This design comes from an exercise in tuning for small area, a short achievable clock period and few clock cycles per item on the open sky130 flow, not from production work.
No run shown here included a check of the RTL's function; only the layout flow was run.

### flow/flow/run.sh
#!/bin/bash
# Layout flow: the standard synthesis, then the combinational logic
# (everything but the flip-flops, which keep their names and cells) is
# re-mapped by ABC with an area-recovering script; then the standard
# layout from the netlist, with sky130_fd_sc_hd__buf_2 port buffers.
# Every tool's output goes to a log file in this folder.
set -euo pipefail
bash standard.sh synth > flow_synth.log 2>&1
R=orfs/results/sky130hd/angle_frame/base
cp $R/1_2_yosys.v $R/1_2_yosys_standard.v
LIB=$FLOW_HOME/platforms/sky130hd/lib/sky130_fd_sc_hd__tt_025C_1v80.lib
sed -e "s#@IN@#$R/1_2_yosys_standard.v#" -e "s#@OUT@#$R/1_2_yosys.v#" \
    -e "s#@LIB@#$LIB#g" -e "s#@ABC@#flow/resynth.abc#" flow/resynth.ys > resynth.ys
yosys -l yosys_resynth.log -q resynth.ys > /dev/null 2>&1
bash standard.sh BUFFER_PORTS_ARGS="-buffer_cell sky130_fd_sc_hd__buf_2" finish > flow_finish.log 2>&1
### flow/design.v
module atang(
	input             clk,
	input             load,       
	input      [11:0] x,
	input      [11:0] y,
	output     [31:0] z,
	output            done        
    );
	reg  [32:0] xr;              
	reg  [34:0] rr;              
	reg  [31:0] zr;
	reg  [31:1] t;               
	reg  [16:0] oh;              
	reg         dn;              
	wire d = rr[34];             
	wire dx = ~dn;
	reg  [29:0] a;
	wire [29:0] anext = ({30{oh[0]}} & 30'h1C128E80) |
	                    ({30{oh[1]}} & 30'h0E400224) |
	                    ({30{oh[2]}} & 30'h0727154C) |
	                    ({30{oh[3]}} & 30'h03946F29) |
	                    ({30{oh[4]}} & 30'h01CA5435) |
	                    ({30{oh[5]}} & 30'h00E52D8D) |
	                    ({30{oh[6]}} & 30'h007296C6) |
	                    ({30{~t[7]}} & {1'b0, a[29:1]});
	wire [32:0] xmask;
	assign xmask[0] = 1'b0;
	assign xmask[1] = t[1];
	assign xmask[2] = t[2];
	assign xmask[3] = t[3];
	assign xmask[4] = t[4];
	assign xmask[5] = t[5];
	assign xmask[6] = t[6];
	assign xmask[7] = t[7];
	assign xmask[8] = t[8];
	assign xmask[9] = t[9];
	assign xmask[10] = t[10];
	assign xmask[11] = t[11];
	assign xmask[12] = t[12];
	assign xmask[13] = t[13];
	assign xmask[14] = t[14];
	assign xmask[15] = t[15];
	assign xmask[16] = t[16];
	assign xmask[17] = t[17];
	assign xmask[18] = t[18];
	assign xmask[19] = t[19];
	assign xmask[20] = t[20];
	assign xmask[21] = t[21];
	assign xmask[22] = t[22];
	assign xmask[23] = t[23];
	assign xmask[24] = t[24];
	assign xmask[25] = t[25];
	assign xmask[26] = t[26];
	assign xmask[27] = t[27];
	assign xmask[28] = t[28];
	assign xmask[29] = t[29];
	assign xmask[30] = t[30];
	assign xmask[32:31] = 2'b11;
	wire [32:0] xm = xr & xmask;
	wire [32:0] ysh;
	assign ysh[0] = (oh[0] & rr[1]) | (oh[1] & rr[3]) | (oh[2] & rr[5]) | (oh[3] & rr[7]) | (oh[4] & rr[9]) | (oh[5] & rr[11]) | (oh[6] & rr[13]) | (oh[7] & rr[15]) | (oh[8] & rr[17]) | (oh[9] & rr[19]) | (oh[10] & rr[21]) | (oh[11] & rr[23]) | (oh[12] & rr[25]) | (oh[13] & rr[27]) | (oh[14] & rr[29]) | (oh[15] & rr[31]) | (oh[16] & rr[33]) | (rr[34] & ~t[17]);
	assign ysh[1] = (oh[0] & rr[2]) | (oh[1] & rr[4]) | (oh[2] & rr[6]) | (oh[3] & rr[8]) | (oh[4] & rr[10]) | (oh[5] & rr[12]) | (oh[6] & rr[14]) | (oh[7] & rr[16]) | (oh[8] & rr[18]) | (oh[9] & rr[20]) | (oh[10] & rr[22]) | (oh[11] & rr[24]) | (oh[12] & rr[26]) | (oh[13] & rr[28]) | (oh[14] & rr[30]) | (oh[15] & rr[32]) | (rr[34] & ~t[16]);
	assign ysh[2] = (oh[0] & rr[3]) | (oh[1] & rr[5]) | (oh[2] & rr[7]) | (oh[3] & rr[9]) | (oh[4] & rr[11]) | (oh[5] & rr[13]) | (oh[6] & rr[15]) | (oh[7] & rr[17]) | (oh[8] & rr[19]) | (oh[9] & rr[21]) | (oh[10] & rr[23]) | (oh[11] & rr[25]) | (oh[12] & rr[27]) | (oh[13] & rr[29]) | (oh[14] & rr[31]) | (oh[15] & rr[33]) | (rr[34] & ~t[16]);
	assign ysh[3] = (oh[0] & rr[4]) | (oh[1] & rr[6]) | (oh[2] & rr[8]) | (oh[3] & rr[10]) | (oh[4] & rr[12]) | (oh[5] & rr[14]) | (oh[6] & rr[16]) | (oh[7] & rr[18]) | (oh[8] & rr[20]) | (oh[9] & rr[22]) | (oh[10] & rr[24]) | (oh[11] & rr[26]) | (oh[12] & rr[28]) | (oh[13] & rr[30]) | (oh[14] & rr[32]) | (rr[34] & ~t[15]);
	assign ysh[4] = (oh[0] & rr[5]) | (oh[1] & rr[7]) | (oh[2] & rr[9]) | (oh[3] & rr[11]) | (oh[4] & rr[13]) | (oh[5] & rr[15]) | (oh[6] & rr[17]) | (oh[7] & rr[19]) | (oh[8] & rr[21]) | (oh[9] & rr[23]) | (oh[10] & rr[25]) | (oh[11] & rr[27]) | (oh[12] & rr[29]) | (oh[13] & rr[31]) | (oh[14] & rr[33]) | (rr[34] & ~t[15]);
	assign ysh[5] = (oh[0] & rr[6]) | (oh[1] & rr[8]) | (oh[2] & rr[10]) | (oh[3] & rr[12]) | (oh[4] & rr[14]) | (oh[5] & rr[16]) | (oh[6] & rr[18]) | (oh[7] & rr[20]) | (oh[8] & rr[22]) | (oh[9] & rr[24]) | (oh[10] & rr[26]) | (oh[11] & rr[28]) | (oh[12] & rr[30]) | (oh[13] & rr[32]) | (rr[34] & ~t[14]);
	assign ysh[6] = (oh[0] & rr[7]) | (oh[1] & rr[9]) | (oh[2] & rr[11]) | (oh[3] & rr[13]) | (oh[4] & rr[15]) | (oh[5] & rr[17]) | (oh[6] & rr[19]) | (oh[7] & rr[21]) | (oh[8] & rr[23]) | (oh[9] & rr[25]) | (oh[10] & rr[27]) | (oh[11] & rr[29]) | (oh[12] & rr[31]) | (oh[13] & rr[33]) | (rr[34] & ~t[14]);
	assign ysh[7] = (oh[0] & rr[8]) | (oh[1] & rr[10]) | (oh[2] & rr[12]) | (oh[3] & rr[14]) | (oh[4] & rr[16]) | (oh[5] & rr[18]) | (oh[6] & rr[20]) | (oh[7] & rr[22]) | (oh[8] & rr[24]) | (oh[9] & rr[26]) | (oh[10] & rr[28]) | (oh[11] & rr[30]) | (oh[12] & rr[32]) | (rr[34] & ~t[13]);
	assign ysh[8] = (oh[0] & rr[9]) | (oh[1] & rr[11]) | (oh[2] & rr[13]) | (oh[3] & rr[15]) | (oh[4] & rr[17]) | (oh[5] & rr[19]) | (oh[6] & rr[21]) | (oh[7] & rr[23]) | (oh[8] & rr[25]) | (oh[9] & rr[27]) | (oh[10] & rr[29]) | (oh[11] & rr[31]) | (oh[12] & rr[33]) | (rr[34] & ~t[13]);
	assign ysh[9] = (oh[0] & rr[10]) | (oh[1] & rr[12]) | (oh[2] & rr[14]) | (oh[3] & rr[16]) | (oh[4] & rr[18]) | (oh[5] & rr[20]) | (oh[6] & rr[22]) | (oh[7] & rr[24]) | (oh[8] & rr[26]) | (oh[9] & rr[28]) | (oh[10] & rr[30]) | (oh[11] & rr[32]) | (rr[34] & ~t[12]);
	assign ysh[10] = (oh[0] & rr[11]) | (oh[1] & rr[13]) | (oh[2] & rr[15]) | (oh[3] & rr[17]) | (oh[4] & rr[19]) | (oh[5] & rr[21]) | (oh[6] & rr[23]) | (oh[7] & rr[25]) | (oh[8] & rr[27]) | (oh[9] & rr[29]) | (oh[10] & rr[31]) | (oh[11] & rr[33]) | (rr[34] & ~t[12]);
	assign ysh[11] = (oh[0] & rr[12]) | (oh[1] & rr[14]) | (oh[2] & rr[16]) | (oh[3] & rr[18]) | (oh[4] & rr[20]) | (oh[5] & rr[22]) | (oh[6] & rr[24]) | (oh[7] & rr[26]) | (oh[8] & rr[28]) | (oh[9] & rr[30]) | (oh[10] & rr[32]) | (rr[34] & ~t[11]);
	assign ysh[12] = (oh[0] & rr[13]) | (oh[1] & rr[15]) | (oh[2] & rr[17]) | (oh[3] & rr[19]) | (oh[4] & rr[21]) | (oh[5] & rr[23]) | (oh[6] & rr[25]) | (oh[7] & rr[27]) | (oh[8] & rr[29]) | (oh[9] & rr[31]) | (oh[10] & rr[33]) | (rr[34] & ~t[11]);
	assign ysh[13] = (oh[0] & rr[14]) | (oh[1] & rr[16]) | (oh[2] & rr[18]) | (oh[3] & rr[20]) | (oh[4] & rr[22]) | (oh[5] & rr[24]) | (oh[6] & rr[26]) | (oh[7] & rr[28]) | (oh[8] & rr[30]) | (oh[9] & rr[32]) | (rr[34] & ~t[10]);
	assign ysh[14] = (oh[0] & rr[15]) | (oh[1] & rr[17]) | (oh[2] & rr[19]) | (oh[3] & rr[21]) | (oh[4] & rr[23]) | (oh[5] & rr[25]) | (oh[6] & rr[27]) | (oh[7] & rr[29]) | (oh[8] & rr[31]) | (oh[9] & rr[33]) | (rr[34] & ~t[10]);
	assign ysh[15] = (oh[0] & rr[16]) | (oh[1] & rr[18]) | (oh[2] & rr[20]) | (oh[3] & rr[22]) | (oh[4] & rr[24]) | (oh[5] & rr[26]) | (oh[6] & rr[28]) | (oh[7] & rr[30]) | (oh[8] & rr[32]) | (rr[34] & ~t[9]);
	assign ysh[16] = (oh[0] & rr[17]) | (oh[1] & rr[19]) | (oh[2] & rr[21]) | (oh[3] & rr[23]) | (oh[4] & rr[25]) | (oh[5] & rr[27]) | (oh[6] & rr[29]) | (oh[7] & rr[31]) | (oh[8] & rr[33]) | (rr[34] & ~t[9]);
	assign ysh[17] = (oh[0] & rr[18]) | (oh[1] & rr[20]) | (oh[2] & rr[22]) | (oh[3] & rr[24]) | (oh[4] & rr[26]) | (oh[5] & rr[28]) | (oh[6] & rr[30]) | (oh[7] & rr[32]) | (rr[34] & ~t[8]);
	assign ysh[18] = (oh[0] & rr[19]) | (oh[1] & rr[21]) | (oh[2] & rr[23]) | (oh[3] & rr[25]) | (oh[4] & rr[27]) | (oh[5] & rr[29]) | (oh[6] & rr[31]) | (oh[7] & rr[33]) | (rr[34] & ~t[8]);
	assign ysh[19] = (oh[0] & rr[20]) | (oh[1] & rr[22]) | (oh[2] & rr[24]) | (oh[3] & rr[26]) | (oh[4] & rr[28]) | (oh[5] & rr[30]) | (oh[6] & rr[32]) | (rr[34] & ~t[7]);
	assign ysh[20] = (oh[0] & rr[21]) | (oh[1] & rr[23]) | (oh[2] & rr[25]) | (oh[3] & rr[27]) | (oh[4] & rr[29]) | (oh[5] & rr[31]) | (oh[6] & rr[33]) | (rr[34] & ~t[7]);
	assign ysh[21] = (oh[0] & rr[22]) | (oh[1] & rr[24]) | (oh[2] & rr[26]) | (oh[3] & rr[28]) | (oh[4] & rr[30]) | (oh[5] & rr[32]) | (rr[34] & ~t[6]);
	assign ysh[22] = (oh[0] & rr[23]) | (oh[1] & rr[25]) | (oh[2] & rr[27]) | (oh[3] & rr[29]) | (oh[4] & rr[31]) | (oh[5] & rr[33]) | (rr[34] & ~t[6]);
	assign ysh[23] = (oh[0] & rr[24]) | (oh[1] & rr[26]) | (oh[2] & rr[28]) | (oh[3] & rr[30]) | (oh[4] & rr[32]) | (rr[34] & ~t[5]);
	assign ysh[24] = (oh[0] & rr[25]) | (oh[1] & rr[27]) | (oh[2] & rr[29]) | (oh[3] & rr[31]) | (oh[4] & rr[33]) | (rr[34] & ~t[5]);
	assign ysh[25] = (oh[0] & rr[26]) | (oh[1] & rr[28]) | (oh[2] & rr[30]) | (oh[3] & rr[32]) | (rr[34] & ~t[4]);
	assign ysh[26] = (oh[0] & rr[27]) | (oh[1] & rr[29]) | (oh[2] & rr[31]) | (oh[3] & rr[33]) | (rr[34] & ~t[4]);
	assign ysh[27] = (oh[0] & rr[28]) | (oh[1] & rr[30]) | (oh[2] & rr[32]) | (rr[34] & ~t[3]);
	assign ysh[28] = (oh[0] & rr[29]) | (oh[1] & rr[31]) | (oh[2] & rr[33]) | (rr[34] & ~t[3]);
	assign ysh[29] = (oh[0] & rr[30]) | (oh[1] & rr[32]) | (rr[34] & ~t[2]);
	assign ysh[30] = (oh[0] & rr[31]) | (oh[1] & rr[33]) | (rr[34] & ~t[2]);
	assign ysh[31] = (oh[0] & rr[32]) | (rr[34] & ~t[1]);
	assign ysh[32] = (oh[0] & rr[33]) | (rr[34] & ~t[1]);
	wire [34:0] rnext;
	wire [32:0] xnext;
	wire [31:0] znext;
	add35 radd(.a({rr[33:0], 1'b0}), .b({2'b00, xm} ^ {35{~d}}), .ci(~d), .s(rnext));
	add33 xadd(.a(xr), .b(ysh ^ {33{dx}}), .ci(dx), .s(xnext));
	add32 zadd(.a(zr), .b({2'b00, a} ^ {32{dx}}), .ci(dx), .s(znext));
	wire [12:0] xy_sum, xy_dif;
	add13 sadd(.a({1'b0, x}), .b({1'b0, y}), .ci(1'b0), .s(xy_sum));
	add13 dadd(.a({1'b0, y}), .b(~{1'b0, x}), .ci(1'b1), .s(xy_dif));
	always @(posedge clk) begin
		t <= load ? 31'h7fffffff : {t[30:1], 1'b0};
		oh <= load ? 17'd1 : {oh[15:0], 1'b0};
		a <= load ? 30'h35214E63 : anext;
		dn <= load ? ~xy_dif[12] : ~rnext[34];
		if (load) begin
			xr <= {1'b0, xy_sum, 19'b0};
			rr <= {{3{xy_dif[12]}}, xy_dif, 19'b0};
			zr <= 32'h5A000000;
		end else begin
			xr <= xnext;
			rr <= rnext;
			zr <= znext;
		end
	end
	wire [14:0] zl = zr[14:0] ^ {15{dn}};
	assign done = ~|a[29:14] & (zl >= {a[13:0], 1'b0});
	assign z = zr;
endmodule
module add35(input [34:0] a, input [34:0] b, input ci, output [34:0] s);
	wire [34:0] p0 = a ^ b;
	wire [34:0] g0 = a & b;
	wire gc0 = g0[0] | (p0[0] & ci);
	wire gn1 = g0[1] | (p0[1] & gc0);
	wire gn2 = g0[3] | (p0[3] & g0[2]);
	wire pn2 = p0[3] & p0[2];
	wire gn3 = g0[5] | (p0[5] & g0[4]);
	wire pn3 = p0[5] & p0[4];
	wire gn4 = g0[7] | (p0[7] & g0[6]);
	wire pn4 = p0[7] & p0[6];
	wire gn5 = g0[9] | (p0[9] & g0[8]);
	wire pn5 = p0[9] & p0[8];
	wire gn6 = g0[11] | (p0[11] & g0[10]);
	wire pn6 = p0[11] & p0[10];
	wire gn7 = g0[13] | (p0[13] & g0[12]);
	wire pn7 = p0[13] & p0[12];
	wire gn8 = g0[15] | (p0[15] & g0[14]);
	wire pn8 = p0[15] & p0[14];
	wire gn9 = g0[17] | (p0[17] & g0[16]);
	wire pn9 = p0[17] & p0[16];
	wire gn10 = g0[19] | (p0[19] & g0[18]);
	wire pn10 = p0[19] & p0[18];
	wire gn11 = g0[21] | (p0[21] & g0[20]);
	wire pn11 = p0[21] & p0[20];
	wire gn12 = g0[23] | (p0[23] & g0[22]);
	wire pn12 = p0[23] & p0[22];
	wire gn13 = g0[25] | (p0[25] & g0[24]);
	wire pn13 = p0[25] & p0[24];
	wire gn14 = g0[27] | (p0[27] & g0[26]);
	wire pn14 = p0[27] & p0[26];
	wire gn15 = g0[29] | (p0[29] & g0[28]);
	wire pn15 = p0[29] & p0[28];
	wire gn16 = g0[31] | (p0[31] & g0[30]);
	wire pn16 = p0[31] & p0[30];
	wire gn17 = g0[33] | (p0[33] & g0[32]);
	wire pn17 = p0[33] & p0[32];
	wire gn18 = g0[2] | (p0[2] & gn1);
	wire gn19 = gn2 | (pn2 & gn1);
	wire gn20 = g0[6] | (p0[6] & gn3);
	wire pn20 = p0[6] & pn3;
	wire gn21 = gn4 | (pn4 & gn3);
	wire pn21 = pn4 & pn3;
	wire gn22 = g0[10] | (p0[10] & gn5);
	wire pn22 = p0[10] & pn5;
	wire gn23 = gn6 | (pn6 & gn5);
	wire pn23 = pn6 & pn5;
	wire gn24 = g0[14] | (p0[14] & gn7);
	wire pn24 = p0[14] & pn7;
	wire gn25 = gn8 | (pn8 & gn7);
	wire pn25 = pn8 & pn7;
	wire gn26 = g0[18] | (p0[18] & gn9);
	wire pn26 = p0[18] & pn9;
	wire gn27 = gn10 | (pn10 & gn9);
	wire pn27 = pn10 & pn9;
	wire gn28 = g0[22] | (p0[22] & gn11);
	wire pn28 = p0[22] & pn11;
	wire gn29 = gn12 | (pn12 & gn11);
	wire pn29 = pn12 & pn11;
	wire gn30 = g0[26] | (p0[26] & gn13);
	wire pn30 = p0[26] & pn13;
	wire gn31 = gn14 | (pn14 & gn13);
	wire pn31 = pn14 & pn13;
	wire gn32 = g0[30] | (p0[30] & gn15);
	wire pn32 = p0[30] & pn15;
	wire gn33 = gn16 | (pn16 & gn15);
	wire pn33 = pn16 & pn15;
	wire gn34 = g0[34] | (p0[34] & gn17);
	wire pn34 = p0[34] & pn17;
	wire gn35 = g0[4] | (p0[4] & gn19);
	wire gn36 = gn3 | (pn3 & gn19);
	wire gn37 = gn20 | (pn20 & gn19);
	wire gn38 = gn21 | (pn21 & gn19);
	wire gn39 = g0[12] | (p0[12] & gn23);
	wire pn39 = p0[12] & pn23;
	wire gn40 = gn7 | (pn7 & gn23);
	wire pn40 = pn7 & pn23;
	wire gn41 = gn24 | (pn24 & gn23);
	wire pn41 = pn24 & pn23;
	wire gn42 = gn25 | (pn25 & gn23);
	wire pn42 = pn25 & pn23;
	wire gn43 = g0[20] | (p0[20] & gn27);
	wire pn43 = p0[20] & pn27;
	wire gn44 = gn11 | (pn11 & gn27);
	wire pn44 = pn11 & pn27;
	wire gn45 = gn28 | (pn28 & gn27);
	wire pn45 = pn28 & pn27;
	wire gn46 = gn29 | (pn29 & gn27);
	wire pn46 = pn29 & pn27;
	wire gn47 = g0[28] | (p0[28] & gn31);
	wire pn47 = p0[28] & pn31;
	wire gn48 = gn15 | (pn15 & gn31);
	wire pn48 = pn15 & pn31;
	wire gn49 = gn32 | (pn32 & gn31);
	wire pn49 = pn32 & pn31;
	wire gn50 = gn33 | (pn33 & gn31);
	wire pn50 = pn33 & pn31;
	wire gn51 = g0[8] | (p0[8] & gn38);
	wire gn52 = gn5 | (pn5 & gn38);
	wire gn53 = gn22 | (pn22 & gn38);
	wire gn54 = gn23 | (pn23 & gn38);
	wire gn55 = gn39 | (pn39 & gn38);
	wire gn56 = gn40 | (pn40 & gn38);
	wire gn57 = gn41 | (pn41 & gn38);
	wire gn58 = gn42 | (pn42 & gn38);
	wire gn59 = g0[24] | (p0[24] & gn46);
	wire pn59 = p0[24] & pn46;
	wire gn60 = gn13 | (pn13 & gn46);
	wire pn60 = pn13 & pn46;
	wire gn61 = gn30 | (pn30 & gn46);
	wire pn61 = pn30 & pn46;
	wire gn62 = gn31 | (pn31 & gn46);
	wire pn62 = pn31 & pn46;
	wire gn63 = gn47 | (pn47 & gn46);
	wire pn63 = pn47 & pn46;
	wire gn64 = gn48 | (pn48 & gn46);
	wire pn64 = pn48 & pn46;
	wire gn65 = gn49 | (pn49 & gn46);
	wire pn65 = pn49 & pn46;
	wire gn66 = gn50 | (pn50 & gn46);
	wire pn66 = pn50 & pn46;
	wire gn67 = g0[16] | (p0[16] & gn58);
	wire gn68 = gn9 | (pn9 & gn58);
	wire gn69 = gn26 | (pn26 & gn58);
	wire gn70 = gn27 | (pn27 & gn58);
	wire gn71 = gn43 | (pn43 & gn58);
	wire gn72 = gn44 | (pn44 & gn58);
	wire gn73 = gn45 | (pn45 & gn58);
	wire gn74 = gn46 | (pn46 & gn58);
	wire gn75 = gn59 | (pn59 & gn58);
	wire gn76 = gn60 | (pn60 & gn58);
	wire gn77 = gn61 | (pn61 & gn58);
	wire gn78 = gn62 | (pn62 & gn58);
	wire gn79 = gn63 | (pn63 & gn58);
	wire gn80 = gn64 | (pn64 & gn58);
	wire gn81 = gn65 | (pn65 & gn58);
	wire gn82 = gn66 | (pn66 & gn58);
	wire gn83 = g0[32] | (p0[32] & gn82);
	wire gn84 = gn17 | (pn17 & gn82);
	wire gn85 = gn34 | (pn34 & gn82);
	wire [34:0] c;
	assign c[0] = ci;
	assign c[1] = gc0;
	assign c[2] = gn1;
	assign c[3] = gn18;
	assign c[4] = gn19;
	assign c[5] = gn35;
	assign c[6] = gn36;
	assign c[7] = gn37;
	assign c[8] = gn38;
	assign c[9] = gn51;
	assign c[10] = gn52;
	assign c[11] = gn53;
	assign c[12] = gn54;
	assign c[13] = gn55;
	assign c[14] = gn56;
	assign c[15] = gn57;
	assign c[16] = gn58;
	assign c[17] = gn67;
	assign c[18] = gn68;
	assign c[19] = gn69;
	assign c[20] = gn70;
	assign c[21] = gn71;
	assign c[22] = gn72;
	assign c[23] = gn73;
	assign c[24] = gn74;
	assign c[25] = gn75;
	assign c[26] = gn76;
	assign c[27] = gn77;
	assign c[28] = gn78;
	assign c[29] = gn79;
	assign c[30] = gn80;
	assign c[31] = gn81;
	assign c[32] = gn82;
	assign c[33] = gn83;
	assign c[34] = gn84;
	assign s = p0 ^ c;
endmodule
module add33(input [32:0] a, input [32:0] b, input ci, output [32:0] s);
	wire [32:0] p0 = a ^ b;
	wire [32:0] g0 = a & b;
	wire gc0 = g0[0] | (p0[0] & ci);
	wire gn1 = g0[1] | (p0[1] & gc0);
	wire gn2 = g0[3] | (p0[3] & g0[2]);
	wire pn2 = p0[3] & p0[2];
	wire gn3 = g0[5] | (p0[5] & g0[4]);
	wire pn3 = p0[5] & p0[4];
	wire gn4 = g0[7] | (p0[7] & g0[6]);
	wire pn4 = p0[7] & p0[6];
	wire gn5 = g0[9] | (p0[9] & g0[8]);
	wire pn5 = p0[9] & p0[8];
	wire gn6 = g0[11] | (p0[11] & g0[10]);
	wire pn6 = p0[11] & p0[10];
	wire gn7 = g0[13] | (p0[13] & g0[12]);
	wire pn7 = p0[13] & p0[12];
	wire gn8 = g0[15] | (p0[15] & g0[14]);
	wire pn8 = p0[15] & p0[14];
	wire gn9 = g0[17] | (p0[17] & g0[16]);
	wire pn9 = p0[17] & p0[16];
	wire gn10 = g0[19] | (p0[19] & g0[18]);
	wire pn10 = p0[19] & p0[18];
	wire gn11 = g0[21] | (p0[21] & g0[20]);
	wire pn11 = p0[21] & p0[20];
	wire gn12 = g0[23] | (p0[23] & g0[22]);
	wire pn12 = p0[23] & p0[22];
	wire gn13 = g0[25] | (p0[25] & g0[24]);
	wire pn13 = p0[25] & p0[24];
	wire gn14 = g0[27] | (p0[27] & g0[26]);
	wire pn14 = p0[27] & p0[26];
	wire gn15 = g0[29] | (p0[29] & g0[28]);
	wire pn15 = p0[29] & p0[28];
	wire gn16 = g0[31] | (p0[31] & g0[30]);
	wire pn16 = p0[31] & p0[30];
	wire gn17 = g0[2] | (p0[2] & gn1);
	wire gn18 = gn2 | (pn2 & gn1);
	wire gn19 = g0[6] | (p0[6] & gn3);
	wire pn19 = p0[6] & pn3;
	wire gn20 = gn4 | (pn4 & gn3);
	wire pn20 = pn4 & pn3;
	wire gn21 = g0[10] | (p0[10] & gn5);
	wire pn21 = p0[10] & pn5;
	wire gn22 = gn6 | (pn6 & gn5);
	wire pn22 = pn6 & pn5;
	wire gn23 = g0[14] | (p0[14] & gn7);
	wire pn23 = p0[14] & pn7;
	wire gn24 = gn8 | (pn8 & gn7);
	wire pn24 = pn8 & pn7;
	wire gn25 = g0[18] | (p0[18] & gn9);
	wire pn25 = p0[18] & pn9;
	wire gn26 = gn10 | (pn10 & gn9);
	wire pn26 = pn10 & pn9;
	wire gn27 = g0[22] | (p0[22] & gn11);
	wire pn27 = p0[22] & pn11;
	wire gn28 = gn12 | (pn12 & gn11);
	wire pn28 = pn12 & pn11;
	wire gn29 = g0[26] | (p0[26] & gn13);
	wire pn29 = p0[26] & pn13;
	wire gn30 = gn14 | (pn14 & gn13);
	wire pn30 = pn14 & pn13;
	wire gn31 = g0[30] | (p0[30] & gn15);
	wire pn31 = p0[30] & pn15;
	wire gn32 = gn16 | (pn16 & gn15);
	wire pn32 = pn16 & pn15;
	wire gn33 = g0[4] | (p0[4] & gn18);
	wire gn34 = gn3 | (pn3 & gn18);
	wire gn35 = gn19 | (pn19 & gn18);
	wire gn36 = gn20 | (pn20 & gn18);
	wire gn37 = g0[12] | (p0[12] & gn22);
	wire pn37 = p0[12] & pn22;
	wire gn38 = gn7 | (pn7 & gn22);
	wire pn38 = pn7 & pn22;
	wire gn39 = gn23 | (pn23 & gn22);
	wire pn39 = pn23 & pn22;
	wire gn40 = gn24 | (pn24 & gn22);
	wire pn40 = pn24 & pn22;
	wire gn41 = g0[20] | (p0[20] & gn26);
	wire pn41 = p0[20] & pn26;
	wire gn42 = gn11 | (pn11 & gn26);
	wire pn42 = pn11 & pn26;
	wire gn43 = gn27 | (pn27 & gn26);
	wire pn43 = pn27 & pn26;
	wire gn44 = gn28 | (pn28 & gn26);
	wire pn44 = pn28 & pn26;
	wire gn45 = g0[28] | (p0[28] & gn30);
	wire pn45 = p0[28] & pn30;
	wire gn46 = gn15 | (pn15 & gn30);
	wire pn46 = pn15 & pn30;
	wire gn47 = gn31 | (pn31 & gn30);
	wire pn47 = pn31 & pn30;
	wire gn48 = gn32 | (pn32 & gn30);
	wire pn48 = pn32 & pn30;
	wire gn49 = g0[8] | (p0[8] & gn36);
	wire gn50 = gn5 | (pn5 & gn36);
	wire gn51 = gn21 | (pn21 & gn36);
	wire gn52 = gn22 | (pn22 & gn36);
	wire gn53 = gn37 | (pn37 & gn36);
	wire gn54 = gn38 | (pn38 & gn36);
	wire gn55 = gn39 | (pn39 & gn36);
	wire gn56 = gn40 | (pn40 & gn36);
	wire gn57 = g0[24] | (p0[24] & gn44);
	wire pn57 = p0[24] & pn44;
	wire gn58 = gn13 | (pn13 & gn44);
	wire pn58 = pn13 & pn44;
	wire gn59 = gn29 | (pn29 & gn44);
	wire pn59 = pn29 & pn44;
	wire gn60 = gn30 | (pn30 & gn44);
	wire pn60 = pn30 & pn44;
	wire gn61 = gn45 | (pn45 & gn44);
	wire pn61 = pn45 & pn44;
	wire gn62 = gn46 | (pn46 & gn44);
	wire pn62 = pn46 & pn44;
	wire gn63 = gn47 | (pn47 & gn44);
	wire pn63 = pn47 & pn44;
	wire gn64 = gn48 | (pn48 & gn44);
	wire pn64 = pn48 & pn44;
	wire gn65 = g0[16] | (p0[16] & gn56);
	wire gn66 = gn9 | (pn9 & gn56);
	wire gn67 = gn25 | (pn25 & gn56);
	wire gn68 = gn26 | (pn26 & gn56);
	wire gn69 = gn41 | (pn41 & gn56);
	wire gn70 = gn42 | (pn42 & gn56);
	wire gn71 = gn43 | (pn43 & gn56);
	wire gn72 = gn44 | (pn44 & gn56);
	wire gn73 = gn57 | (pn57 & gn56);
	wire gn74 = gn58 | (pn58 & gn56);
	wire gn75 = gn59 | (pn59 & gn56);
	wire gn76 = gn60 | (pn60 & gn56);
	wire gn77 = gn61 | (pn61 & gn56);
	wire gn78 = gn62 | (pn62 & gn56);
	wire gn79 = gn63 | (pn63 & gn56);
	wire gn80 = gn64 | (pn64 & gn56);
	wire gn81 = g0[32] | (p0[32] & gn80);
	wire [32:0] c;
	assign c[0] = ci;
	assign c[1] = gc0;
	assign c[2] = gn1;
	assign c[3] = gn17;
	assign c[4] = gn18;
	assign c[5] = gn33;
	assign c[6] = gn34;
	assign c[7] = gn35;
	assign c[8] = gn36;
	assign c[9] = gn49;
	assign c[10] = gn50;
	assign c[11] = gn51;
	assign c[12] = gn52;
	assign c[13] = gn53;
	assign c[14] = gn54;
	assign c[15] = gn55;
	assign c[16] = gn56;
	assign c[17] = gn65;
	assign c[18] = gn66;
	assign c[19] = gn67;
	assign c[20] = gn68;
	assign c[21] = gn69;
	assign c[22] = gn70;
	assign c[23] = gn71;
	assign c[24] = gn72;
	assign c[25] = gn73;
	assign c[26] = gn74;
	assign c[27] = gn75;
	assign c[28] = gn76;
	assign c[29] = gn77;
	assign c[30] = gn78;
	assign c[31] = gn79;
	assign c[32] = gn80;
	assign s = p0 ^ c;
endmodule
module add32(input [31:0] a, input [31:0] b, input ci, output [31:0] s);
	wire [31:0] p0 = a ^ b;
	wire [31:0] g0 = a & b;
	wire gc0 = g0[0] | (p0[0] & ci);
	wire gn1 = g0[1] | (p0[1] & gc0);
	wire gn2 = g0[3] | (p0[3] & g0[2]);
	wire pn2 = p0[3] & p0[2];
	wire gn3 = g0[5] | (p0[5] & g0[4]);
	wire pn3 = p0[5] & p0[4];
	wire gn4 = g0[7] | (p0[7] & g0[6]);
	wire pn4 = p0[7] & p0[6];
	wire gn5 = g0[9] | (p0[9] & g0[8]);
	wire pn5 = p0[9] & p0[8];
	wire gn6 = g0[11] | (p0[11] & g0[10]);
	wire pn6 = p0[11] & p0[10];
	wire gn7 = g0[13] | (p0[13] & g0[12]);
	wire pn7 = p0[13] & p0[12];
	wire gn8 = g0[15] | (p0[15] & g0[14]);
	wire pn8 = p0[15] & p0[14];
	wire gn9 = g0[17] | (p0[17] & g0[16]);
	wire pn9 = p0[17] & p0[16];
	wire gn10 = g0[19] | (p0[19] & g0[18]);
	wire pn10 = p0[19] & p0[18];
	wire gn11 = g0[21] | (p0[21] & g0[20]);
	wire pn11 = p0[21] & p0[20];
	wire gn12 = g0[23] | (p0[23] & g0[22]);
	wire pn12 = p0[23] & p0[22];
	wire gn13 = g0[25] | (p0[25] & g0[24]);
	wire pn13 = p0[25] & p0[24];
	wire gn14 = g0[27] | (p0[27] & g0[26]);
	wire pn14 = p0[27] & p0[26];
	wire gn15 = g0[29] | (p0[29] & g0[28]);
	wire pn15 = p0[29] & p0[28];
	wire gn16 = g0[31] | (p0[31] & g0[30]);
	wire pn16 = p0[31] & p0[30];
	wire gn17 = g0[2] | (p0[2] & gn1);
	wire gn18 = gn2 | (pn2 & gn1);
	wire gn19 = g0[6] | (p0[6] & gn3);
	wire pn19 = p0[6] & pn3;
	wire gn20 = gn4 | (pn4 & gn3);
	wire pn20 = pn4 & pn3;
	wire gn21 = g0[10] | (p0[10] & gn5);
	wire pn21 = p0[10] & pn5;
	wire gn22 = gn6 | (pn6 & gn5);
	wire pn22 = pn6 & pn5;
	wire gn23 = g0[14] | (p0[14] & gn7);
	wire pn23 = p0[14] & pn7;
	wire gn24 = gn8 | (pn8 & gn7);
	wire pn24 = pn8 & pn7;
	wire gn25 = g0[18] | (p0[18] & gn9);
	wire pn25 = p0[18] & pn9;
	wire gn26 = gn10 | (pn10 & gn9);
	wire pn26 = pn10 & pn9;
	wire gn27 = g0[22] | (p0[22] & gn11);
	wire pn27 = p0[22] & pn11;
	wire gn28 = gn12 | (pn12 & gn11);
	wire pn28 = pn12 & pn11;
	wire gn29 = g0[26] | (p0[26] & gn13);
	wire pn29 = p0[26] & pn13;
	wire gn30 = gn14 | (pn14 & gn13);
	wire pn30 = pn14 & pn13;
	wire gn31 = g0[30] | (p0[30] & gn15);
	wire pn31 = p0[30] & pn15;
	wire gn32 = gn16 | (pn16 & gn15);
	wire pn32 = pn16 & pn15;
	wire gn33 = g0[4] | (p0[4] & gn18);
	wire gn34 = gn3 | (pn3 & gn18);
	wire gn35 = gn19 | (pn19 & gn18);
	wire gn36 = gn20 | (pn20 & gn18);
	wire gn37 = g0[12] | (p0[12] & gn22);
	wire pn37 = p0[12] & pn22;
	wire gn38 = gn7 | (pn7 & gn22);
	wire pn38 = pn7 & pn22;
	wire gn39 = gn23 | (pn23 & gn22);
	wire pn39 = pn23 & pn22;
	wire gn40 = gn24 | (pn24 & gn22);
	wire pn40 = pn24 & pn22;
	wire gn41 = g0[20] | (p0[20] & gn26);
	wire pn41 = p0[20] & pn26;
	wire gn42 = gn11 | (pn11 & gn26);
	wire pn42 = pn11 & pn26;
	wire gn43 = gn27 | (pn27 & gn26);
	wire pn43 = pn27 & pn26;
	wire gn44 = gn28 | (pn28 & gn26);
	wire pn44 = pn28 & pn26;
	wire gn45 = g0[28] | (p0[28] & gn30);
	wire pn45 = p0[28] & pn30;
	wire gn46 = gn15 | (pn15 & gn30);
	wire pn46 = pn15 & pn30;
	wire gn47 = gn31 | (pn31 & gn30);
	wire pn47 = pn31 & pn30;
	wire gn48 = gn32 | (pn32 & gn30);
	wire pn48 = pn32 & pn30;
	wire gn49 = g0[8] | (p0[8] & gn36);
	wire gn50 = gn5 | (pn5 & gn36);
	wire gn51 = gn21 | (pn21 & gn36);
	wire gn52 = gn22 | (pn22 & gn36);
	wire gn53 = gn37 | (pn37 & gn36);
	wire gn54 = gn38 | (pn38 & gn36);
	wire gn55 = gn39 | (pn39 & gn36);
	wire gn56 = gn40 | (pn40 & gn36);
	wire gn57 = g0[24] | (p0[24] & gn44);
	wire pn57 = p0[24] & pn44;
	wire gn58 = gn13 | (pn13 & gn44);
	wire pn58 = pn13 & pn44;
	wire gn59 = gn29 | (pn29 & gn44);
	wire pn59 = pn29 & pn44;
	wire gn60 = gn30 | (pn30 & gn44);
	wire pn60 = pn30 & pn44;
	wire gn61 = gn45 | (pn45 & gn44);
	wire pn61 = pn45 & pn44;
	wire gn62 = gn46 | (pn46 & gn44);
	wire pn62 = pn46 & pn44;
	wire gn63 = gn47 | (pn47 & gn44);
	wire pn63 = pn47 & pn44;
	wire gn64 = gn48 | (pn48 & gn44);
	wire pn64 = pn48 & pn44;
	wire gn65 = g0[16] | (p0[16] & gn56);
	wire gn66 = gn9 | (pn9 & gn56);
	wire gn67 = gn25 | (pn25 & gn56);
	wire gn68 = gn26 | (pn26 & gn56);
	wire gn69 = gn41 | (pn41 & gn56);
	wire gn70 = gn42 | (pn42 & gn56);
	wire gn71 = gn43 | (pn43 & gn56);
	wire gn72 = gn44 | (pn44 & gn56);
	wire gn73 = gn57 | (pn57 & gn56);
	wire gn74 = gn58 | (pn58 & gn56);
	wire gn75 = gn59 | (pn59 & gn56);
	wire gn76 = gn60 | (pn60 & gn56);
	wire gn77 = gn61 | (pn61 & gn56);
	wire gn78 = gn62 | (pn62 & gn56);
	wire gn79 = gn63 | (pn63 & gn56);
	wire gn80 = gn64 | (pn64 & gn56);
	wire [31:0] c;
	assign c[0] = ci;
	assign c[1] = gc0;
	assign c[2] = gn1;
	assign c[3] = gn17;
	assign c[4] = gn18;
	assign c[5] = gn33;
	assign c[6] = gn34;
	assign c[7] = gn35;
	assign c[8] = gn36;
	assign c[9] = gn49;
	assign c[10] = gn50;
	assign c[11] = gn51;
	assign c[12] = gn52;
	assign c[13] = gn53;
	assign c[14] = gn54;
	assign c[15] = gn55;
	assign c[16] = gn56;
	assign c[17] = gn65;
	assign c[18] = gn66;
	assign c[19] = gn67;
	assign c[20] = gn68;
	assign c[21] = gn69;
	assign c[22] = gn70;
	assign c[23] = gn71;
	assign c[24] = gn72;
	assign c[25] = gn73;
	assign c[26] = gn74;
	assign c[27] = gn75;
	assign c[28] = gn76;
	assign c[29] = gn77;
	assign c[30] = gn78;
	assign c[31] = gn79;
	assign s = p0 ^ c;
endmodule
module add13(input [12:0] a, input [12:0] b, input ci, output [12:0] s);
	wire [12:0] p0 = a ^ b;
	wire [12:0] g0 = a & b;
	wire gc0 = g0[0] | (p0[0] & ci);
	wire gn1 = g0[1] | (p0[1] & gc0);
	wire gn2 = g0[3] | (p0[3] & g0[2]);
	wire pn2 = p0[3] & p0[2];
	wire gn3 = g0[5] | (p0[5] & g0[4]);
	wire pn3 = p0[5] & p0[4];
	wire gn4 = g0[7] | (p0[7] & g0[6]);
	wire pn4 = p0[7] & p0[6];
	wire gn5 = g0[9] | (p0[9] & g0[8]);
	wire pn5 = p0[9] & p0[8];
	wire gn6 = g0[11] | (p0[11] & g0[10]);
	wire pn6 = p0[11] & p0[10];
	wire gn7 = g0[2] | (p0[2] & gn1);
	wire gn8 = gn2 | (pn2 & gn1);
	wire gn9 = g0[6] | (p0[6] & gn3);
	wire pn9 = p0[6] & pn3;
	wire gn10 = gn4 | (pn4 & gn3);
	wire pn10 = pn4 & pn3;
	wire gn11 = g0[10] | (p0[10] & gn5);
	wire pn11 = p0[10] & pn5;
	wire gn12 = gn6 | (pn6 & gn5);
	wire pn12 = pn6 & pn5;
	wire gn13 = g0[4] | (p0[4] & gn8);
	wire gn14 = gn3 | (pn3 & gn8);
	wire gn15 = gn9 | (pn9 & gn8);
	wire gn16 = gn10 | (pn10 & gn8);
	wire gn17 = g0[12] | (p0[12] & gn12);
	wire pn17 = p0[12] & pn12;
	wire gn18 = g0[8] | (p0[8] & gn16);
	wire gn19 = gn5 | (pn5 & gn16);
	wire gn20 = gn11 | (pn11 & gn16);
	wire gn21 = gn12 | (pn12 & gn16);
	wire gn22 = gn17 | (pn17 & gn16);
	wire [12:0] c;
	assign c[0] = ci;
	assign c[1] = gc0;
	assign c[2] = gn1;
	assign c[3] = gn7;
	assign c[4] = gn8;
	assign c[5] = gn13;
	assign c[6] = gn14;
	assign c[7] = gn15;
	assign c[8] = gn16;
	assign c[9] = gn18;
	assign c[10] = gn19;
	assign c[11] = gn20;
	assign c[12] = gn21;
	assign s = p0 ^ c;
endmodule
module conv_dec_ascii(
	input  [16:0] d_in,
	output [20:0] digits     
    );
	wire [6:0] i = d_in[16:10];
	wire [9:0] f = d_in[9:0];
	wire [13:0] p1 = {1'b0, f, 3'b0} + {3'b0, f, 1'b0};
	wire [16:0] p2 = {1'b0, f, 6'b0} + {2'b0, f, 5'b0} + {5'b0, f, 2'b0};
	wire [13:0] p3 = {1'b0, p2[9:0], 3'b0} + {3'b0, p2[9:0], 1'b0};
	wire [3:0] qh = p1[13:10];
	wire [3:0] qt = p2[13:10] - {qh[0], 3'b0} - {qh[2:0], 1'b0};
	wire [3:0] qo = p3[13:10];
	wire [3:0] it = (i >= 7'd120) ? 4'd12 : (i >= 7'd110) ? 4'd11 : (i >= 7'd100) ? 4'd10 :
	                (i >= 7'd90) ? 4'd9 : (i >= 7'd80) ? 4'd8 : (i >= 7'd70) ? 4'd7 :
	                (i >= 7'd60) ? 4'd6 : (i >= 7'd50) ? 4'd5 : (i >= 7'd40) ? 4'd4 :
	                (i >= 7'd30) ? 4'd3 : (i >= 7'd20) ? 4'd2 : (i >= 7'd10) ? 4'd1 : 4'd0;
	wire [6:0] io = i - {it, 3'b0} - {2'b0, it, 1'b0};
	wire       ih = it[3] & (it[2] | it[1]);
	wire [8:0] ti = {ih, ih ? it - 4'd10 : it, io[3:0]};
	assign digits = {ti, qh, qt, qo};
endmodule
module CRC(
	input  [20:0] digits,    
	output [7:0]  crc
    );
	function [7:0] crc8;
		input [47:0] m;
		integer k;
		reg [7:0] c;
		reg fb;
		begin
			c = 8'h80;
			for (k = 47; k >= 0; k = k - 1) begin
				fb = c[7] ^ m[k];
				c = {c[6:0], 1'b0} ^ (fb ? 8'h31 : 8'h00);
			end
			crc8 = c;
		end
	endfunction
	wire [47:0] text = {7'b0011000, digits[20], 4'h3, digits[19:16], 4'h3, digits[15:12],
	                    4'h3, digits[11:8], 4'h3, digits[7:4], 4'h3, digits[3:0]};
	assign crc = crc8(text);
endmodule
module angle_frame(
	input clk,
	input rst,
	input start,
	input [11:0] x,
	input [11:0] y,
	output [55:0] frame,
	output frame_valid
    );
	reg        busy;
	reg        valid;
	reg  [20:0] dig;
	reg  [7:0]  crc;
	wire [31:0] z;
	wire [20:0] dig_next;
	wire [7:0]  crc_hi, crc_lo, crc_0;
	wire        done;
	atang Arctg_alg(.clk(clk), .load(start), .x(x), .y(y), .z(z), .done(done));
	conv_dec_ascii Conversie(.d_in(z[31:15]), .digits(dig_next));
	CRC crc_a(.digits({dig_next[20:4], 4'd0}), .crc(crc_hi));
	CRC crc_b(.digits({17'd0, dig_next[3:0]}), .crc(crc_lo));
	CRC crc_c(.digits(21'd0), .crc(crc_0));
	wire last = done;
	always @(posedge clk) begin
		dig <= dig_next;
		crc <= crc_hi ^ crc_lo ^ crc_0;
		if (rst) begin
			busy  <= 1'b0;
			valid <= 1'b0;
		end else begin
			busy  <= start | (busy & ~last);
			valid <= busy & last;
		end
	end
	assign frame = {7'b0011000, dig[20], 4'h3, dig[19:16], 4'h3, dig[15:12],
	                4'h3, dig[11:8], 4'h3, dig[7:4], 4'h3, dig[3:0],
	                crc};
	assign frame_valid = valid;
endmodule
### flow/standard.sh
#!/bin/bash
# synth_recipe.tcl (not shown) runs the flow's synth.tcl, then flattens the netlist and writes it again
# the make line also repeats each setting of config.mk as NAME=value (left out here)
make -C /OpenROAD-flow-scripts/flow DESIGN_CONFIG=/design/flow/config.mk WORK_HOME=/design/flow/orfs CLKGATE_MAP_FILE= SYNTH_SCRIPT=/design/flow/synth_recipe.tcl "${@:-finish}"
### flow/constraint.sdc
create_clock -name core_clock -period 8.0 [get_ports {clk}]
set_input_delay 1.6000 -clock core_clock [delete_from_list [all_inputs] [get_ports {clk}]]
set_output_delay 1.6000 -clock core_clock [all_outputs]
set_load 0.01 [all_outputs]
### flow/flow/resynth.ys
read_liberty -overwrite -ignore_miss_func @LIB@
read_verilog -overwrite @IN@
hierarchy -top angle_frame
setattr -mod -set keep_hierarchy 1 sky130_fd_sc_hd__df*
flatten
opt_clean
abc -script @ABC@ -liberty @LIB@ -dont_use sky130_fd_sc_hd__lpflow_bleeder_1 -dont_use sky130_fd_sc_hd__lpflow_clkbufkapwr_1 -dont_use sky130_fd_sc_hd__lpflow_clkbufkapwr_16 -dont_use sky130_fd_sc_hd__lpflow_clkbufkapwr_2 -dont_use sky130_fd_sc_hd__lpflow_clkbufkapwr_4 -dont_use sky130_fd_sc_hd__lpflow_clkbufkapwr_8 -dont_use sky130_fd_sc_hd__lpflow_clkinvkapwr_1 -dont_use sky130_fd_sc_hd__lpflow_clkinvkapwr_16 -dont_use sky130_fd_sc_hd__lpflow_clkinvkapwr_2 -dont_use sky130_fd_sc_hd__lpflow_clkinvkapwr_4 -dont_use sky130_fd_sc_hd__lpflow_clkinvkapwr_8 -dont_use sky130_fd_sc_hd__lpflow_decapkapwr_12 -dont_use sky130_fd_sc_hd__lpflow_decapkapwr_3 -dont_use sky130_fd_sc_hd__lpflow_decapkapwr_4 -dont_use sky130_fd_sc_hd__lpflow_decapkapwr_6 -dont_use sky130_fd_sc_hd__lpflow_decapkapwr_8 -dont_use sky130_fd_sc_hd__lpflow_inputiso0n_1 -dont_use sky130_fd_sc_hd__lpflow_inputiso0p_1 -dont_use sky130_fd_sc_hd__lpflow_inputiso1n_1 -dont_use sky130_fd_sc_hd__lpflow_inputiso1p_1 -dont_use sky130_fd_sc_hd__lpflow_inputisolatch_1 -dont_use sky130_fd_sc_hd__lpflow_isobufsrc_1 -dont_use sky130_fd_sc_hd__lpflow_isobufsrc_16 -dont_use sky130_fd_sc_hd__lpflow_isobufsrc_2 -dont_use sky130_fd_sc_hd__lpflow_isobufsrc_4 -dont_use sky130_fd_sc_hd__lpflow_isobufsrc_8 -dont_use sky130_fd_sc_hd__lpflow_isobufsrckapwr_16 -dont_use sky130_fd_sc_hd__lpflow_lsbuf_lh_hl_isowell_tap_1 -dont_use sky130_fd_sc_hd__lpflow_lsbuf_lh_hl_isowell_tap_2 -dont_use sky130_fd_sc_hd__lpflow_lsbuf_lh_hl_isowell_tap_4 -dont_use sky130_fd_sc_hd__lpflow_lsbuf_lh_isowell_4 -dont_use sky130_fd_sc_hd__lpflow_lsbuf_lh_isowell_tap_1 -dont_use sky130_fd_sc_hd__lpflow_lsbuf_lh_isowell_tap_2 -dont_use sky130_fd_sc_hd__lpflow_lsbuf_lh_isowell_tap_4 -dont_use sky130_fd_sc_hd__probe_p_8 -dont_use sky130_fd_sc_hd__probec_p_8 
opt_clean -purge
hilomap -singleton -hicell sky130_fd_sc_hd__conb_1 HI -locell sky130_fd_sc_hd__conb_1 LO
setundef -zero
splitnets
opt_clean -purge
stat -liberty @LIB@
delete =sky130_fd_sc_hd__*
write_verilog -noattr -noexpr -nohex -nodec @OUT@
### flow/config.mk
export PLATFORM = sky130hd
export DESIGN_NAME = angle_frame
export DESIGN_NICKNAME = angle_frame
export VERILOG_FILES = /design/flow/design.v
export SDC_FILE = /design/flow/constraint.sdc
export NUM_CORES = 8
export LEC_CHECK = 0
export CAP_MARGIN = 20
export CORE_MARGIN = 2
export CORE_UTILIZATION = 40
export CTS_BUF_LIST = sky130_fd_sc_hd__clkbuf_16
export CTS_CLUSTER_DIAMETER = 80
export CTS_CLUSTER_SIZE = 24
export SETUP_SLACK_MARGIN = 4.6
export SLEW_MARGIN = 20
export SYNTH_MEMORY_MAX_BITS = 65536
### flow/flow/resynth.abc
strash
dch
map -B 0.2
topo
stime -c
upsize -c
dnsize -c
==> impl_metrics.py, run 1 <==
metrics = {
    "routing": {
        "wl_per_cell_um": 16.9,
        "drc": 0,
        "vias_per_cell": 5.55,
        "drt_iter0_drc": 1564,
        "firstDrtPassIters": 7,
        "ant_nets": 0,
        "vias": 18285,
        "wl_mm": 55.6,
    },
    "place": {
        "pre_cts_ws_ns": 4.04,
        "io_buffers": 56,
        "dp_hpwl_mm": 40.4,
        "gp_congestion": 0.950,
        "detailed_place.area_mm2": 0.0177,
    },
    "sta": {
        "rsz0062_at_grt": "yes",
        "slew_headroom_pct": 45.2,
        "hold_viol": 0,
        "period_minus_slack_ns": 3.27,
        "min_period_over_period_pct": 40.9,
        "setup-tns-final_ns": 0,
        "max_freq_mhz": 306,
        "setup_viol": 0,
        "worstMarginPinSlew_ns": 0.818,
        "holdWs_ns": 0.435,
        "skew_ns": 0.0364,
        "fin_ws_ns": 4.73,
        "final_max_slew_viol_count": 0,
    },
    "global_routing": {
        "antenna_found_initial": 0,
        "grt_max_degree": 53,
        "grt_remaining_overflow": 0,
        "grt_pass1_wl_mm": 90.1,
        "grt_usage_pct": 25.3,
        "grt_pass1_vias": 17191,
    },
    "clocking": {
        "path_clk_slew_ns": 0.10,
        "cts_buffers": 17,
        "htreeDepth": 1,
        "clk_latency_ns": 0.54,
        "clock_path_buffers": 3,
        "root_buffer": "clkbuf_16",
        "cts.sinks": 207,
        "hold_buffers": 0,
        "tritoncts": "yes",
    },
    "setup_path": {
        "crit_path_start": "Arctg_alg.rr[30]",
        "critical_path_class": "reg2reg",
        "required_ns": 8.42,
        "worstSetupEndpointType": "flop",
        "cp_max_fo": 11,
        "r2r_cells": 17,
        "setup.worst_path.start_class": "flop",
        "arrival_ns": 3.70,
        "timing.rr.start": "Arctg_alg.rr[30]",
    },
    "final_layout": {
        "nFillCells": 4278,
        "nets": 2777,
        "finalInstanceArea_mm2": 0.0185,
        "antenna-diode-count": 0,
        "drive_gt1_share_pct": 12.9,
        "syn2layout_area_growth_pct": 12.3,
    },
    "flow_run": {
        "max_cap_viol_count": 0,
    },
    "floorplanning": {
        "die_area_mm2": 0.0429,
        "core_mm2": 0.0408,
        "rows": 74,
        "die_w_um": 207,
        "num_io_pins": 84,
        "initial_core_util_pct": 40.5,
        "fp.dieH_um": 207,
    },
    "min_path": {
        "worstHoldPathType": "reg2reg",
        "holdPathStages": 1,
        "hp-start": "Arctg_alg.t[23]",
    },
    "outcome": {
        "status": "finished clean",
    },
    "synth": {
        "synth_cells": 2632,
        "yosys_warnings": 3,
        "synth.avg_cell_area_um2": 6.28,
        "syn_area_mm2": 0.0165,
    },
}
[repair_timing]
| action | 4_1_cts | 5_1_grt |
|---|---|---|
| pin swaps | 0 | 3 |
| setup endpoints to repair | 45 | 48 |
| gates resized for setup | 8 | 47 |
| setup buffers | 2 | 9 |
| cloned | 0 | 0 |
[worst max-delay path: stages (launching register included)]
cell      delay [ns]
dfxtp_1         0.55
inv_2           0.26
o22ai_1         0.11
nor2_1          0.24
nand3_1         0.17
o21ai_2         0.15
nand3_1         0.08
nand2_1         0.13
nand4_2         0.20
a31oi_4         0.29
buf_4           0.18
o21bai_1        0.07
nand2_1         0.14
nand3_1         0.12
a21oi_1         0.19
nor2_1          0.06
o21ai_1         0.09
o21ai_0         0.09
[state kept, by name (all words and copies together) (netlist names)]
| register | cells |
|---|---|
| Arctg_alg.t | 30 |
| crc | 8 |
| Arctg_alg.zr | 32 |
| valid | 1 |
| dig | 21 |
| busy | 1 |
| Arctg_alg.rr | 34 |
| Arctg_alg.oh | 16 |
| Arctg_alg.xr | 33 |
| Arctg_alg.dn | 1 |
| Arctg_alg.a | 30 |
[path summary, 6_finish.rpt]
kind / to / slack, ns
setup / recovery: Arctg_alg.xr[25] / 4.73
hold / removal: Arctg_alg.t[24] / 0.44
setup reg to reg: Arctg_alg.xr[25] / 4.73
hold reg to reg: Arctg_alg.t[24] / 0.44
[cell type report]
class	instances	area, um^2	area share [%]
Multi-Input combinational cell	2141	11400	61.3
Sequential cell	207	4190	22.6
Inverter	308	1220	6.61
Tap cell	532	666	3.59
Timing Repair Buffer	75	522	2.81
Clock buffer	17	425	2.29
Clock inverter	13	155	0.837
[stage by stage]
step	cells	util [%]
floorplan	2657	-
global placement	3252	43.3
detailed placement	3252	43.3
CTS	3284	44.8
global route	3293	45.4
finish	3293	45.4
[per-layer routing]
layer / global-route usage [%] / up-vias / wire length [um]
met2: 42.7 / 656 / 25200
met3: 3.16 / 175 / 3940
met5: 0 / - / 0
met4: 10.5 / 0 / 2560
met1: 32.7 / 8321 / 23900
li1: - / 9133 / -
[cells in the final DEF (no fill, tap or decap), types with 24 or more instances in the layout]
cell type	count
a21oi_1	123
a22oi_1	54
buf_2	55
clkinv_1	226
conb_1	27
dfxtp_1	181
inv_2	60
nand2_1	702
nand3_1	223
nand4_1	64
nor2_1	323
nor3_1	41
o21ai_0	95
o21ai_1	38
o22ai_1	24
or2_2	32
xnor2_1	42
xor2_1	74
==> run 2, diff against run 1 <==
--- a/flow/config.mk
+++ b/flow/config.mk
@@ -11,6 +11,6 @@
 export CTS_BUF_LIST = sky130_fd_sc_hd__clkbuf_16
 export CTS_CLUSTER_DIAMETER = 80
 export CTS_CLUSTER_SIZE = 24
-export SETUP_SLACK_MARGIN = 4.6
+export SETUP_SLACK_MARGIN = 4.8
 export SLEW_MARGIN = 20
 export SYNTH_MEMORY_MAX_BITS = 65536
==> impl_metrics.py, run 2 <==
metrics = {
    "clocking": {
        "clock_path_buffers": 3,
        "cts.sinks": 207,
        "cts_buffers": 17,
        "tritoncts": "yes",
        "root_buffer": "clkbuf_16",
        "clk_latency_ns": 0.54,
        "hold_buffers": 0,
        "htreeDepth": 1,
        "path_clk_slew_ns": 0.09,
    },
    "flow_run": {
        "max_cap_viol_count": 0,
    },
    "setup_path": {
        "critical_path_class": "in2reg",
        "r2r_cells": 14,
        "timing.rr.start": "Arctg_alg.rr[7]",
        "path_cells": "buf_12 > clkinv_8 > nor2_4 > o21bai_4 > nor2_4 > o21ai_2 > o21ai_2 > nand2_2 > o21ai_2 > nand2_2 > o21ai_2 > buf_4 > buf_4 > buf_4 > buf_4 > buf_4 > buf_4 > nor2_4 > o22ai_2",
        "worstSetupEndpointType": "flop",
        "rrSetupSlack_ns": 4.91,
        "cp_max_fo": 4,
        "crit_top_cell": "buf_4",
        "setup.worst_path.start_class": "primary input",
        "required_ns": 8.38,
        "cp_slowest_cell": "o21ai_2",
        "reg2reg_to": "Arctg_alg.xr[30]",
        "cp_slowest_stage_delay_ns": 0.16,
        "arrival_ns": 3.53,
    },
    "final_layout": {
        "nFillCells": 4201,
        "final-instance-count-excl-fill": 3315,
        "drive_gt1_share_pct": 15.8,
        "syn2layout_area_growth_pct": 15.9,
        "mostFrequentLayoutCells": "nand2_1, nor2_1, clkinv_1",
        "final_common_cell": "nand2_1",
        "reg_top3": "Arctg_alg.rr (34), Arctg_alg.xr (33), Arctg_alg.zr (32)",
        "nets": 2799,
        "seq_area_mm2": 0.00420,
        "multi_input_area_mm2": 0.0117,
        "antenna-diode-count": 0,
        "fin_util_pct": 46.9,
        "largest_reg_flops": 34,
        "regMostFlops": "Arctg_alg.rr",
    },
    "global_routing": {
        "grt_pass1_wl_mm": 90.3,
        "grt_remaining_overflow": 0,
        "grt_max_degree": 55,
        "antenna_found_initial": 0,
        "grt_pass1_vias": 17439,
        "grt_usage_pct": 25.5,
    },
    "floorplanning": {
        "fp.dieH_um": 207,
        "num_io_pins": 84,
        "initial_core_util_pct": 40.5,
        "die_area_mm2": 0.0429,
        "die_w_um": 207,
        "rows": 74,
        "core_mm2": 0.0408,
    },
    "routing": {
        "wl_per_cell_um": 17.2,
        "firstDrtPassIters": 6,
        "drt_iter0_drc": 1757,
        "ant_nets": 0,
        "wl_mm": 57.0,
        "drc": 0,
        "vias": 18470,
        "vias_per_cell": 5.57,
    },
    "sta": {
        "period_minus_slack_ns": 3.15,
        "rsz0062_at_grt": "yes",
        "min_period_over_period_pct": 39.3,
        "setup-tns-final_ns": 0,
        "worstMarginPinSlew_ns": 0.649,
        "fin_ws_ns": 4.85,
        "setup_viol": 0,
        "slew_headroom_pct": 56.7,
        "max_freq_mhz": 318,
        "final_max_slew_viol_count": 0,
        "hold_viol": 0,
        "skew_ns": 0.0214,
    },
    "synth": {
        "yosys_warnings": 3,
        "synth.avg_cell_area_um2": 6.28,
        "synth_cells": 2632,
        "syn_area_mm2": 0.0165,
    },
    "place": {
        "place_inst": 3253,
        "gp_congestion": 0.963,
        "io_buffers": 56,
        "dp_hpwl_mm": 40.5,
        "pre_cts_ws_ns": 4.10,
    },
    "min_path": {
        "worstHoldPathType": "reg2reg",
        "holdPathStages": 1,
        "hold_end": "Arctg_alg.t[19]",
        "hp-start": "Arctg_alg.t[18]",
    },
    "outcome": {
        "status": "finished clean",
    },
}
[run 2: how the worst max path moves through the flow]
stage | from | slack (ns) | to
after floorplan | x[1] | 4.61 | Arctg_alg.rr[32]
after global placement | x[1] | 4.17 | Arctg_alg.rr[32]
after detailed placement | x[1] | 4.10 | Arctg_alg.rr[31]
after CTS | Arctg_alg.rr[34] | 4.80 | Arctg_alg.xr[25]
after global routing | x[0] | 4.73 | Arctg_alg.xr[30]
final | x[1] | 4.85 | Arctg_alg.rr[25]
[run 2: cell type report]
| cell class | count | share of cell area, % |
|---|---|---|
| clock buffer | 17 | 2.22 |
| clock inverter | 13 | 0.817 |
| inverter | 308 | 6.52 |
| multi-input combinational | 2141 | 60.9 |
| sequential | 207 | 22.0 |
| tap | 532 | 3.48 |
| timing repair buffer | 97 | 4.07 |
[run 2: routing by layer]
layer / GRT usage (%) / vias up / share of wire, %
li1: - / 9168 / -
met1: 32.5 / 8426 / 42
met2: 42.9 / 706 / 46
met3: 3.40 / 170 / 7.3
met4: 11.6 / 0 / 4.5
met5: 0 / - / 0
[run 2: critical path, delay by kind of cell]
family                 cells  cell delay, ns
AO/OA/AOI/OAI              6            0.62
AND/OR/NAND/NOR            5            0.40
buffers and inverters      8            0.88
[run 2: metrics by stage]
stage,hold WS [ns],cell area [um^2]
5_1_grt,0.471,19100
6_report,0.450,19100
4_1_cts,0.451,18700
3_5_place_dp,0.434,17700
2_1_floorplan,0.415,16700
3_3_place_gp,0.423,17700
[run 2: repair_timing]
item,in CTS,in global routing
setup buffers,23,7
gates cloned,2,0
pin swaps,8,23
gates resized for setup,41,106
setup endpoints to repair,66,47
==> run 3, diff against run 2 <==
--- a/flow/config.mk
+++ b/flow/config.mk
@@ -11,6 +11,6 @@
 export CTS_BUF_LIST = sky130_fd_sc_hd__clkbuf_16
 export CTS_CLUSTER_DIAMETER = 80
 export CTS_CLUSTER_SIZE = 24
-export SETUP_SLACK_MARGIN = 4.8
+export SETUP_SLACK_MARGIN = 4.7
 export SLEW_MARGIN = 20
 export SYNTH_MEMORY_MAX_BITS = 65536
==> impl_metrics.py, run 3 <==
metrics = {
    "final_layout": {
        "regMostFlops": "Arctg_alg.rr",
        "largest_reg_flops": 34,
        "nets": 2797,
        "mostFrequentLayoutCells": "nand2_1, nor2_1, clkinv_1",
        "multi_input_area_mm2": 0.0115,
        "drive_gt1_share_pct": 14.5,
        "nFillCells": 4260,
        "antenna-diode-count": 0,
        "syn2layout_area_growth_pct": 14.5,
        "fin_util_pct": 46.3,
        "final_common_cell": "nand2_1",
        "final-instance-count-excl-fill": 3313,
        "finalInstanceArea_mm2": 0.0189,
        "seq_area_mm2": 0.00420,
        "reg_top3": "Arctg_alg.rr (34), Arctg_alg.xr (33), Arctg_alg.zr (32)",
    },
    "setup_path": {
        "path_cells": "buf_12 > buf_4 > buf_4 > xnor2_1 > nor2_1 > nor2_2 > nand2_1 > o311a_1 > nand4_1 > nand2_1 > nand2_1 > nand4_1 > a31oi_4 > nand3_1 > a41oi_1 > nor2_1",
        "critPathBufInv": 3,
        "required_ns": 8.43,
        "arrival_ns": 3.60,
        "worstSetupEndpointType": "flop",
        "cp_max_fo": 6,
        "cp_slowest_cell": "dfxtp_4",
        "critical_path_cell_count": 16,
        "timing.critical_path.max_delay_family": "simple AND/OR/NAND/NOR gates",
        "r2r_cells": 16,
        "cp_slowest_stage_delay_ns": 0.36,
        "setup.worst_path.start_class": "flop",
        "crit_top_cell": "nand2_1",
        "critical_path_class": "reg2reg",
    },
    "routing": {
        "firstDrtPassIters": 7,
        "ant_nets": 0,
        "drt_iter0_drc": 1513,
        "vias": 18387,
        "vias_per_cell": 5.55,
        "drc": 0,
        "wl_mm": 56.6,
        "wl_per_cell_um": 17.1,
    },
    "synth": {
        "synth_cells": 2632,
        "syn_area_mm2": 0.0165,
        "yosys_warnings": 3,
        "synth.avg_cell_area_um2": 6.28,
    },
    "sta": {
        "max_freq_mhz": 315,
        "final_max_slew_viol_count": 0,
        "setup_viol": 0,
        "min_period_over_period_pct": 39.6,
        "worstMarginPinSlew_ns": 0.802,
        "fin_ws_ns": 4.83,
        "period_minus_slack_ns": 3.17,
        "holdWs_ns": 0.441,
        "slew_headroom_pct": 46.4,
        "rsz0062_at_grt": "no",
        "skew_ns": 0.0319,
        "setup-tns-final_ns": 0,
        "hold_viol": 0,
    },
    "place": {
        "dp_hpwl_mm": 40.4,
        "pre_cts_ws_ns": 4.09,
        "gp_congestion": 0.969,
        "io_buffers": 56,
        "detailed_place.area_mm2": 0.0177,
        "place_inst": 3251,
    },
    "global_routing": {
        "grt_usage_pct": 24.9,
        "grt_max_degree": 104,
        "grt_remaining_overflow": 0,
        "antenna_found_initial": 0,
        "grt_pass1_wl_mm": 88.3,
        "grt_pass1_vias": 16986,
    },
    "clocking": {
        "root_buffer": "clkbuf_16",
        "htreeDepth": 1,
        "clock_path_buffers": 3,
        "tritoncts": "yes",
        "path_clk_slew_ns": 0.09,
        "cts.sinks": 207,
        "cts_buffers": 17,
        "clk_latency_ns": 0.54,
    },
    "min_path": {
        "holdPathStages": 1,
        "worstHoldPathType": "reg2reg",
    },
    "outcome": {
        "status": "finished clean",
    },
    "floorplanning": {
        "initial_core_util_pct": 40.5,
        "die_w_um": 207,
        "num_io_pins": 84,
        "fp.dieH_um": 207,
        "core_mm2": 0.0408,
        "die_area_mm2": 0.0429,
        "rows": 74,
    },
    "flow_run": {
        "max_cap_viol_count": 0,
    },
}
## run 3: repair_timing
action | in CTS | in global routing
pin swaps | 1 | 10
resized for setup | 23 | 65
endpoints found under the setup margin | 60 | 47
buffers inserted | 3 | 26
hold buffers | 0 | 0
gates cloned | 0 | 3
## run 3: worst register-to-register path, cell delays in order, from the launching register on
cell and delay (ns):
dfxtp_4 0.36, buf_12 0.15, buf_4 0.17, buf_4 0.12
xnor2_1 0.19, nor2_1 0.07, nor2_2 0.14, nand2_1 0.11
o311a_1 0.34, nand4_1 0.17, nand2_1 0.11, nand2_1 0.10
nand4_1 0.27, a31oi_4 0.34, nand3_1 0.17, a41oi_1 0.20
nor2_1 0.06
## run 3: final timing paths
kind | start | end | slack (ns)
worst max-delay path | Arctg_alg.dn | Arctg_alg.zr[29] | 4.83
worst min register to register | Arctg_alg.t[24] | Arctg_alg.t[25] | 0.44
worst min-delay path | Arctg_alg.t[24] | Arctg_alg.t[25] | 0.44
worst max register to register | Arctg_alg.dn | Arctg_alg.zr[29] | 4.83
## run 3: per-layer routing
| metal | GRT usage [%] | wire length (um) |
|---|---|---|
| met2 | 41.8 | 25400 |
| met3 | 3.51 | 4130 |
| met5 | 0 | 0 |
| met4 | 10.6 | 2850 |
| met1 | 32.0 | 24200 |
## run 3: final cells by class
cell class              count  area share [%]
clock inverters            13            1.03
clock buffers              17            2.25
well taps                 532            3.52
multi-input cells        2141            60.5
inverters                 308            6.57
repair buffers             95            3.93
flip-flops and latches    207            22.2

[static timing again, ports no longer ideal]
The results above use ideal ports. As a check the final layouts listed here were re-extracted and re-timed, cells and wires unchanged. Step 1 assumes that a clkbuf_16 drives the clock port and a buf_2 every other input. Step 2 moves the port delays by t, midway between the first and last clock arrival at a register: inputs arrive t later, outputs are due t later. That takes back most of the time a late clock gives input paths. Slacks: ideal ports / drivers / drivers and shift; pairs: ideal ports / drivers.
| run | shift t [ns] | setup WS [ns] | worst setup path after step 2 | worst register clock-pin slew, ns | worst slew at a driven data input, ns |
|---|---|---|---|---|---|
| run 1 | 0.587 | 4.730 / 4.730 / 4.242 | input to register | 0.10 / 0.10 | 0.03 |
| run 2 | 0.584 | 4.854 / 4.849 / 4.265 | input to register | 0.10 / 0.10 | 0.06 |
| run 3 | 0.581 | 4.829 / 4.829 / 4.334 | input to register | 0.10 / 0.10 | 0.03 |
After both steps setup and hold are still met in every run listed. For run 2, which loses most, drivers alone change the setup slack by -0.005 ns; drivers and shift together by -0.589 ns.
